This is an optimization exercise on Yosys and OpenROAD, whose aim is small area and a short achievable clock period, not a production implementation.
In this exercise RTL edits were held to simulation tests only and were not proved equivalent to the original.
Power figures rest on the tool's default switching activity, not on a simulated workload.

== build 52 ==
==> flow/design.v (excerpt) <==
module PIPELINE(input clk,
                input rst,
                input btn,
                input on,
                output [31:0] imem_addr,
                input  [31:0] imem_data,
                output [31:0] dmem_addr,
                output [31:0] dmem_wdata,
                output        dmem_we,
                output        dmem_re,
                input  [31:0] dmem_rdata,
                output        wb_we,
                output [4:0]  wb_reg,
                output [31:0] wb_data);
Size: about 4700 cells after synthesis, about 1300 flip-flops, ~0.062 sq mm of cells after synthesis.
==> module PIPELINE, before the edit <==
module PIPELINE(input clk,
                input rst,
                input btn,
                input on,
                output [31:0] imem_addr,
                input  [31:0] imem_data,
                output [31:0] dmem_addr,
                output [31:0] dmem_wdata,
                output        dmem_we,
                output        dmem_re,
                input  [31:0] dmem_rdata,
                output        wb_we,
                output [4:0]  wb_reg,
                output [31:0] wb_data);
	wire enable = !rst && (!on || btn);
	reg [31:0] pc;
	reg        br_pend;
	reg [31:0] d_ir;
	reg [31:0] d_npc;
	reg        e_rw, e_ld, e_st, e_br;    
	reg        e_fa, e_fb;                
	reg [31:0] e_a, e_b;                  
	reg [31:0] e_x;                       
	reg [4:0]  e_rt;
	reg        e_bm, e_bmn, e_bb, e_bbn, e_bx;  
	reg        e_sub;                     
	reg        e_rsum, e_rand, e_ror, e_rslt;  
	reg        m_rw, m_ld, m_st, m_tk;
	reg [31:0] m_res;                     
	reg [31:0] m_wd;
	reg [4:0]  m_rd;
	reg        w_rw;
	reg [31:0] w_data;
	reg [4:0]  w_rd;
	reg [31:0] rf [1:31];
	wire [5:0] d_op = d_ir[31:26];
	wire [4:0] d_rs = d_ir[25:21];
	wire [4:0] d_rt = d_ir[20:16];
	wire d_isR  = (d_op == 6'b000000);
	wire d_isLW = (d_op == 6'b100011);
	wire d_isSW = (d_op == 6'b101011);
	wire d_isBR = (d_op == 6'b000100);
	wire stall = e_ld && ((e_rt == d_rs) || (e_rt == d_rt));
	wire [4:0] e_rd = e_ld ? e_rt : e_x[15:11];
	reg [31:0] rf_a, rf_b;
	integer i;
	always @* begin
		rf_a = 32'h00000000;
		rf_b = 32'h00000000;
		for (i = 1; i < 32; i = i + 1) begin
			rf_a = rf_a | (rf[i] & {32{d_rs == i}});
			rf_b = rf_b | (rf[i] & {32{d_rt == i}});
		end
	end
	wire [31:0] m_val = m_ld ? dmem_rdata : m_res;
	wire mhit_a = m_rw && (m_rd != 5'd0) && (m_rd == d_rs);
	wire mhit_b = m_rw && (m_rd != 5'd0) && (m_rd == d_rt);
	wire wbyp_a = w_rw && (w_rd == d_rs) && (d_rs != 5'd0);
	wire wbyp_b = w_rw && (w_rd == d_rt) && (d_rt != 5'd0);
	wire [31:0] d_a = mhit_a ? m_val : wbyp_a ? w_data : rf_a;
	wire [31:0] d_b = mhit_b ? m_val : wbyp_b ? w_data : rf_b;
	wire ehit_a = e_rw && (e_rd != 5'd0) && (e_rd == d_rs);
	wire ehit_b = e_rw && (e_rd != 5'd0) && (e_rd == d_rt);
	wire [5:0] d_fn  = d_ir[5:0];
	wire d_mem  = d_isLW || d_isSW;
	wire d_add  = d_isR && (d_fn[5:1] == 5'b10000);
	wire d_sub  = d_isR && (d_fn[5:1] == 5'b10001);
	wire d_and  = d_isR && (d_fn == 6'b100100);
	wire d_or   = d_isR && (d_fn == 6'b100101);
	wire d_slt  = d_isR && (d_fn == 6'b101010);
	wire [31:0] d_sext = {{16{d_ir[15]}}, d_ir[15:0]};
	wire [31:0] d_tgt  = d_npc + d_sext;
	wire [31:0] x_a  = e_fa ? m_res : e_a;
	wire [31:0] x_bf = e_fb ? m_res : e_b;
	wire [31:0] x_b    = ({32{e_bm}} & m_res) | ({32{e_bmn}} & ~m_res) | ({32{e_bb}} & e_b) | ({32{e_bbn}} & ~e_b)
	                   | ({32{e_bx}} & e_x);
	wire [32:0] sum;
	ADDER alu_add(.a(x_a), .b(x_b), .cin(e_sub), .s(sum));
	wire        ltu    = !sum[32];
	wire [31:0] x_res  = ({32{e_rsum}} & sum[31:0])
	                   | ({32{e_rand}} & (x_a & x_b))
	                   | ({32{e_ror}}  & (x_a | x_b))
	                   | {31'd0, e_rslt & ltu}
	                   | ({32{e_br}}   & e_x);
	wire        x_eq   = ~|(x_a ^ x_b);
	wire PCSrc = m_tk;
	assign dmem_addr  = m_res;
	assign dmem_wdata = m_wd;
	assign dmem_we    = m_st & enable;
	assign dmem_re    = m_ld & enable;
	assign wb_we   = w_rw & enable;
	assign wb_reg  = w_rd;
	assign wb_data = w_data;
	wire halt = (imem_data[31:26] == 6'b111111);
	wire [31:0] pc_inc = pc + 32'd1;
	assign imem_addr = pc;
	always @(posedge clk)
		if (rst) begin
			pc      <= 32'd0;
			br_pend <= 1'b0;
		end else if (enable) begin
			if (stall)
				br_pend <= PCSrc;
			else begin
				br_pend <= 1'b0;
				if (PCSrc)
					pc <= m_res;
				else if (br_pend)
					pc <= e_x;
				else if (!halt)
					pc <= pc_inc;
			end
		end
	always @(posedge clk)
		if (rst) begin
			d_ir[31:26] <= 6'd0;
			d_ir[15:11] <= 5'd0;
			d_ir[5:0]   <= 6'd0;
		end else if (enable && !stall) begin
			d_ir[31:26] <= imem_data[31:26];
			d_ir[15:11] <= imem_data[15:11];
			d_ir[5:0]   <= imem_data[5:0];
		end
	always @(posedge clk)
		if (enable && !stall) begin
			d_ir[25:16] <= imem_data[25:16];
			d_ir[10:6]  <= imem_data[10:6];
			d_npc       <= pc_inc;
		end
	always @(posedge clk)
		if (rst) begin
			e_rw <= 1'b0;
			e_ld <= 1'b0;
			e_st <= 1'b0;
			e_br <= 1'b0;
		end else if (enable) begin
			e_rw <= !stall && (d_isR || d_isLW);
			e_ld <= !stall && d_isLW;
			e_st <= !stall && d_isSW;
			e_br <= !stall && d_isBR;
		end
	always @(posedge clk)
		if (enable) begin
			e_fa <= ehit_a;
			e_fb <= ehit_b;
			e_a  <= d_a;
			e_b  <= d_b;
			e_x  <= stall ? m_res : (d_isBR ? d_tgt : d_sext);
			e_rt <= d_rt;
			e_bx   <= d_mem;
			e_bm   <= !d_mem && ehit_b && !(d_sub || d_slt);
			e_bmn  <= !d_mem && ehit_b && (d_sub || d_slt);
			e_bb   <= !d_mem && !ehit_b && !(d_sub || d_slt);
			e_bbn  <= !d_mem && !ehit_b && (d_sub || d_slt);
			e_sub  <= d_sub || d_slt;
			e_rsum <= d_add || d_sub || d_mem;
			e_rand <= d_and;
			e_ror  <= d_or;
			e_rslt <= d_slt;
		end
	always @(posedge clk)
		if (rst) begin
			m_rw <= 1'b0;
			m_ld <= 1'b0;
			m_st <= 1'b0;
			m_tk <= 1'b0;
		end else if (enable) begin
			m_rw <= e_rw;
			m_ld <= e_ld;
			m_st <= e_st;
			m_tk <= e_br && x_eq;
		end
	always @(posedge clk)
		if (enable) begin
			m_res <= x_res;
			m_wd  <= x_bf;
			m_rd  <= e_rd;
		end
	always @(posedge clk)
		if (rst)
			w_rw <= 1'b0;
		else if (enable)
			w_rw <= m_rw;
	always @(posedge clk)
		if (enable) begin
			w_data <= m_val;
			w_rd   <= m_rd;
		end
	always @(posedge clk)
		if (enable && w_rw && (w_rd != 5'd0))
			rf[w_rd] <= w_data;
endmodule
clock: 6.5 ns
lec_check: 0
cap_margin: 20
cell_pad_in_sites_detail_placement: 1
cell_pad_in_sites_global_placement: 1
core_margin: 2
core_utilization: 40
cts_buf_list: sky130_fd_sc_hd__clkbuf_8
cts_cluster_diameter: 70
cts_cluster_size: 14
place_density: 0.55
setup_slack_margin: 2.8
slew_margin: 20
synth_hierarchical: 1
tns_end_percent: 5
standard.sh (not shown) runs the stock make flow with config.mk's settings and CLKGATE_MAP_FILE= SYNTH_SCRIPT=/design/flow/synth_recipe.tcl, a recipe that flattens the netlist after the stock synthesis.
==> flow/flow/run.sh <==
#!/bin/bash
# The standard layout (standard.sh, unchanged synthesis and steps), with
# the port buffers that buffer_ports inserts made of buf_2 cells instead of
# the delay buffers it picks by default. make's full output goes to
# flow_make.log here; ORFS keeps each step's log under orfs/logs/.
set -euo pipefail
export BUFFER_PORTS_ARGS="-buffer_cell sky130_fd_sc_hd__buf_2"
bash standard.sh finish > flow_make.log 2>&1
Per the final summary, build 52 finished and its layout is clean on timing, DRC and antenna.
What trial 29 does differently from build 52 at the input level:
diff --git a/flow/design.v b/flow/design.v
--- a/flow/design.v
+++ b/flow/design.v
@@ -1,4 +1,8 @@
+`timescale 1ns / 1ps
+module AO222N(input a0, input s0, input a1, input s1, input a2, input s2, output y);
+	assign y = ~((a0 & s0) | (a1 & s1) | (a2 & s2));
+endmodule
 `timescale 1ns / 1ps
 module ADDER(input [31:0] a, input [31:0] b, input cin, output [32:0] s);
 	wire [32:0] g0 = {a & b, cin};
 	wire [32:0] p0 = {a ^ b, 1'b0};
@@ -59,25 +63,45 @@
 	wire d_isSW = (d_op == 6'b101011);
 	wire d_isBR = (d_op == 6'b000100);
 	wire stall = e_ld && ((e_rt == d_rs) || (e_rt == d_rt));
 	wire [4:0] e_rd = e_ld ? e_rt : e_x[15:11];
-	reg [31:0] rf_a, rf_b;
-	integer i;
-	always @* begin
-		rf_a = 32'h00000000;
-		rf_b = 32'h00000000;
-		for (i = 1; i < 32; i = i + 1) begin
-			rf_a = rf_a | (rf[i] & {32{d_rs == i}});
-			rf_b = rf_b | (rf[i] & {32{d_rt == i}});
-		end
-	end
 	wire [31:0] m_val = m_ld ? dmem_rdata : m_res;
 	wire mhit_a = m_rw && (m_rd != 5'd0) && (m_rd == d_rs);
 	wire mhit_b = m_rw && (m_rd != 5'd0) && (m_rd == d_rt);
-	wire wbyp_a = w_rw && (w_rd == d_rs) && (d_rs != 5'd0);
-	wire wbyp_b = w_rw && (w_rd == d_rt) && (d_rt != 5'd0);
-	wire [31:0] d_a = mhit_a ? m_val : wbyp_a ? w_data : rf_a;
-	wire [31:0] d_b = mhit_b ? m_val : wbyp_b ? w_data : rf_b;
+	wire wbyp_a = !mhit_a && w_rw && (w_rd == d_rs) && (d_rs != 5'd0);
+	wire wbyp_b = !mhit_b && w_rw && (w_rd == d_rt) && (d_rt != 5'd0);
+	wire [32:0] sel_a, sel_b;                  
+	genvar gi, gb;
+	generate
+		for (gi = 0; gi < 31; gi = gi + 1) begin : g_sel
+			assign sel_a[gi] = (d_rs == gi + 1) && !mhit_a && !wbyp_a;
+			assign sel_b[gi] = (d_rt == gi + 1) && !mhit_b && !wbyp_b;
+		end
+	endgenerate
+	assign sel_a[31] = wbyp_a;
+	assign sel_a[32] = mhit_a;
+	assign sel_b[31] = wbyp_b;
+	assign sel_b[32] = mhit_b;
+	wire [31:0] d_a, d_b;
+	generate
+		for (gb = 0; gb < 32; gb = gb + 1) begin : g_rd
+			wire [32:0] in;
+			wire [10:0] ta, tb;
+			for (gi = 0; gi < 31; gi = gi + 1) begin : g_in
+				assign in[gi] = rf[gi + 1][gb];
+			end
+			assign in[31] = w_data[gb];
+			assign in[32] = m_val[gb];
+			for (gi = 0; gi < 11; gi = gi + 1) begin : g_grp
+				AO222N ga(.a0(in[3*gi]), .s0(sel_a[3*gi]), .a1(in[3*gi+1]), .s1(sel_a[3*gi+1]),
+				          .a2(in[3*gi+2]), .s2(sel_a[3*gi+2]), .y(ta[gi]));
+				AO222N gb2(.a0(in[3*gi]), .s0(sel_b[3*gi]), .a1(in[3*gi+1]), .s1(sel_b[3*gi+1]),
+				           .a2(in[3*gi+2]), .s2(sel_b[3*gi+2]), .y(tb[gi]));
+			end
+			assign d_a[gb] = ~&ta;
+			assign d_b[gb] = ~&tb;
+		end
+	endgenerate
 	wire ehit_a = e_rw && (e_rd != 5'd0) && (e_rd == d_rs);
 	wire ehit_b = e_rw && (e_rd != 5'd0) && (e_rd == d_rt);
 	wire [5:0] d_fn  = d_ir[5:0];
 	wire d_mem  = d_isLW || d_isSW;
==> run notes <==
Trial 29 went all the way through synthesis, placement and routing and the layout is clean on timing, DRC and antenna. Diff build 52 -> trial 29: data required time of the worst path -0.07 ns; area growth from synthesis to final layout +1.6 points. On trial 29: fraction of power consumed by combinational cells is 0.8 points lower than what build 52 gave. Going from build 52 to trial 29, placeable core region now smaller, count of clock-buffer cells in the layout fell by 6.4%, first-pass GRT wire length shrank by 39000 microns, overall die area saw a decrease, fraction of the mapped netlist area in compound gates now sits lower. Against build 52, trial 29 comes in 0.22 ns lower on worst setup slack. The core of trial 29 is more densely filled than that of build 52. Compared with build 52, in trial 29 routed wire length fell by about 8%; register-to-register path setup slack fell 0.22 ns.

---

PIPELINE, a different RTL version from the one above (not shown whole).
For scale: ~4,100 cells after synthesis.
export LEC_CHECK = 0
export CAP_MARGIN = 20
export CELL_PAD_IN_SITES_DETAIL_PLACEMENT = 1
export CELL_PAD_IN_SITES_GLOBAL_PLACEMENT = 1
export CORE_MARGIN = 2
export CORE_UTILIZATION = 50
export CTS_BUF_LIST = sky130_fd_sc_hd__clkbuf_8
export CTS_CLUSTER_DIAMETER = 70
export CTS_CLUSTER_SIZE = 14
export PLACE_DENSITY = 0.55
export SETUP_SLACK_MARGIN = 3.2
export SLEW_MARGIN = 20
export SYNTH_HIERARCHICAL = 1
export TNS_END_PERCENT = 5
create_clock -name core_clock -period 6.5 [get_ports {clk}]
Scripts as last shown in full above: flow/flow/run.sh
==> next run, changes <==
--- a/flow/design.v
+++ b/flow/design.v
@@ -1,19 +1,13 @@
 `timescale 1ns / 1ps
 module AO222N(input a0, input s0, input a1, input s1, input a2, input s2, output y);
 	assign y = ~((a0 & s0) | (a1 & s1) | (a2 & s2));
 endmodule
 module NAND11(input [10:0] t, output y);
 	assign y = ~&t;
-endmodule
-module RDTAIL(input [10:0] t, input rfsel, input m, input mh, input w, input wb, output y);
-	assign y = (mh & m) | (wb & w) | (rfsel & ~&t);
-endmodule
-module AO21(input a, input b, input c, output y);
-	assign y = (a & b) | c;
 endmodule
 `timescale 1ns / 1ps
 module ADDER(input [31:0] a, input [31:0] b, input cin, output [32:0] s,
              output [31:0] and_ab, output [31:0] xor_ab);
 	wire [32:0] g0 = {a & b, cin};
 	wire [32:0] p0 = {a ^ b, 1'b0};
 	wire [32:0] g1 = g0 | (p0 & {g0[31:0], 1'b0});
@@ -94,28 +88,31 @@
 	assign sel_a[32:31] = 2'b00;
 	assign sel_b[32:31] = 2'b00;
 	wire [31:0] d_a, d_b;
 	generate
 		for (gb = 0; gb < 32; gb = gb + 1) begin : g_rd
 			wire [32:0] in;
 			wire [10:0] ta, tb;
+			wire ra, rb;
 			for (gi = 0; gi < 31; gi = gi + 1) begin : g_in
 				assign in[gi] = rf[gi + 1][gb];
 			end
 			assign in[32:31] = 2'b00;
 			for (gi = 0; gi < 10; gi = gi + 1) begin : g_grp
 				AO222N ga(.a0(in[3*gi]), .s0(sel_a[3*gi]), .a1(in[3*gi+1]), .s1(sel_a[3*gi+1]),
 				          .a2(in[3*gi+2]), .s2(sel_a[3*gi+2]), .y(ta[gi]));
 				AO222N gb2(.a0(in[3*gi]), .s0(sel_b[3*gi]), .a1(in[3*gi+1]), .s1(sel_b[3*gi+1]),
 				           .a2(in[3*gi+2]), .s2(sel_b[3*gi+2]), .y(tb[gi]));
 			end
 			assign ta[10] = ~(in[30] & sel_a[30]);
 			assign tb[10] = ~(in[30] & sel_b[30]);
-			RDTAIL na(.t(ta), .rfsel(rfsel_a), .m(m_val[gb]), .mh(mhit_a), .w(w_data[gb]), .wb(wbyp_a), .y(d_a[gb]));
-			RDTAIL nb(.t(tb), .rfsel(rfsel_b), .m(m_val[gb]), .mh(mhit_b), .w(w_data[gb]), .wb(wbyp_b), .y(d_b[gb]));
+			NAND11 na(.t(ta), .y(ra));
+			NAND11 nb(.t(tb), .y(rb));
+			assign d_a[gb] = (mhit_a & m_val[gb]) | (wbyp_a & w_data[gb]) | (rfsel_a & ra);
+			assign d_b[gb] = (mhit_b & m_val[gb]) | (wbyp_b & w_data[gb]) | (rfsel_b & rb);
 		end
 	endgenerate
 	wire ehit_a = e_rw && (e_rd != 5'd0) && (e_rd == d_rs);
 	wire ehit_b = e_rw && (e_rd != 5'd0) && (e_rd == d_rt);
 	wire [5:0] d_fn  = d_ir[5:0];
 	wire d_mem  = d_isLW || d_isSW;
 	wire d_add  = d_isR && (d_fn[5:1] == 5'b10000);
@@ -129,25 +126,19 @@
 	wire [31:0] x_bf = e_fb ? m_res : e_b;
 	wire [31:0] x_b    = ({32{e_bm}} & m_res) | ({32{e_bmn}} & ~m_res) | ({32{e_bb}} & e_b) | ({32{e_bbn}} & ~e_b)
 	                   | ({32{e_bx}} & e_x);
 	wire [32:0] sum;
 	wire [31:0] x_and, x_xor;
 	ADDER alu_add(.a(x_a), .b(x_b), .cin(e_sub), .s(sum), .and_ab(x_and), .xor_ab(x_xor));
 	wire        ltu    = !sum[32];
-	wire [31:0] x_oth  = ({32{e_rand}} & x_and)
+	wire [31:0] x_res  = ({32{e_rsum}} & sum[31:0])
+	                   | ({32{e_rand}} & x_and)
 	                   | ({32{e_ror}}  & (x_and | x_xor))
 	                   | {31'd0, e_rslt & ltu}
 	                   | ({32{e_br}}   & e_x);
-	wire [31:0] x_res;
-	genvar gr;
-	generate
-		for (gr = 0; gr < 32; gr = gr + 1) begin : g_res
-			AO21 ro(.a(e_rsum), .b(sum[gr]), .c(x_oth[gr]), .y(x_res[gr]));
-		end
-	endgenerate
 	wire        x_eq   = ~|x_xor;
 	wire PCSrc = m_tk;
 	assign dmem_addr  = m_res;
 	assign dmem_wdata = m_wd;
 	assign dmem_we    = m_st & enable;
 	assign dmem_re    = m_ld & enable;
 	assign wb_we   = w_rw & enable;
Global-route usage falls by 2.0 points; clock skew rises by 0.0059 ns; worst hold slack gains 0.025 ns; die area rises by about 0.7%; utilization rises by 1.5 points; sequential share of layout area falls by 1.7 points; setup slack gains 0.046 ns; via count rises by 1.2%; wire length falls by about 3%; critical path depth rises by 3; final area rises by 2.9%; register-to-register slack gains 0.05 ns; count of clock-buffer cells in the layout rises by 1.

-- separate check: timing with driven ports --
How much do the figures lean on ideal ports? The routed layouts below were timed once more, with nothing changed but the port constraints. Step 1 (the two cells are an assumption about what drives the block):
set clk [get_ports {clk}]
set_driving_cell -lib_cell sky130_fd_sc_hd__clkbuf_16 $clk
set_driving_cell -lib_cell sky130_fd_sc_hd__buf_2 [delete_from_list [all_inputs] $clk]
Step 2 also shifts input and output timing later by t, the mid clock arrival at the registers, as if the neighbouring blocks saw the same clock. a / b / c = ideal / step 1 / step 2; a / b = the first two.
| run | t, ns | setup slack, ns | worst hold slack (ns) | cell pins on the clock port's net |
|---|---|---|---|---|
| build 52 | 0.964 | 2.694 / 2.694 / 2.087 | 0.449 / 0.449 / 0.449 | 1 |
| trial 29 | 0.966 | 2.471 / 2.471 / 2.187 | 0.452 / 0.452 / 0.452 | 1 |
| the first run of note 2 | 0.935 | 2.903 / 2.903 / 2.023 | 0.457 / 0.457 / 0.457 | 1 |
| the second run of note 2 | 0.907 | 2.949 / 2.949 / 2.292 | 0.481 / 0.481 / 0.481 | 1 |
After both steps setup and hold are still met in every run listed. The setup slack of the first run of note 2, which loses most, moves by 0.000 ns with the drivers and by -0.880 ns with both steps.
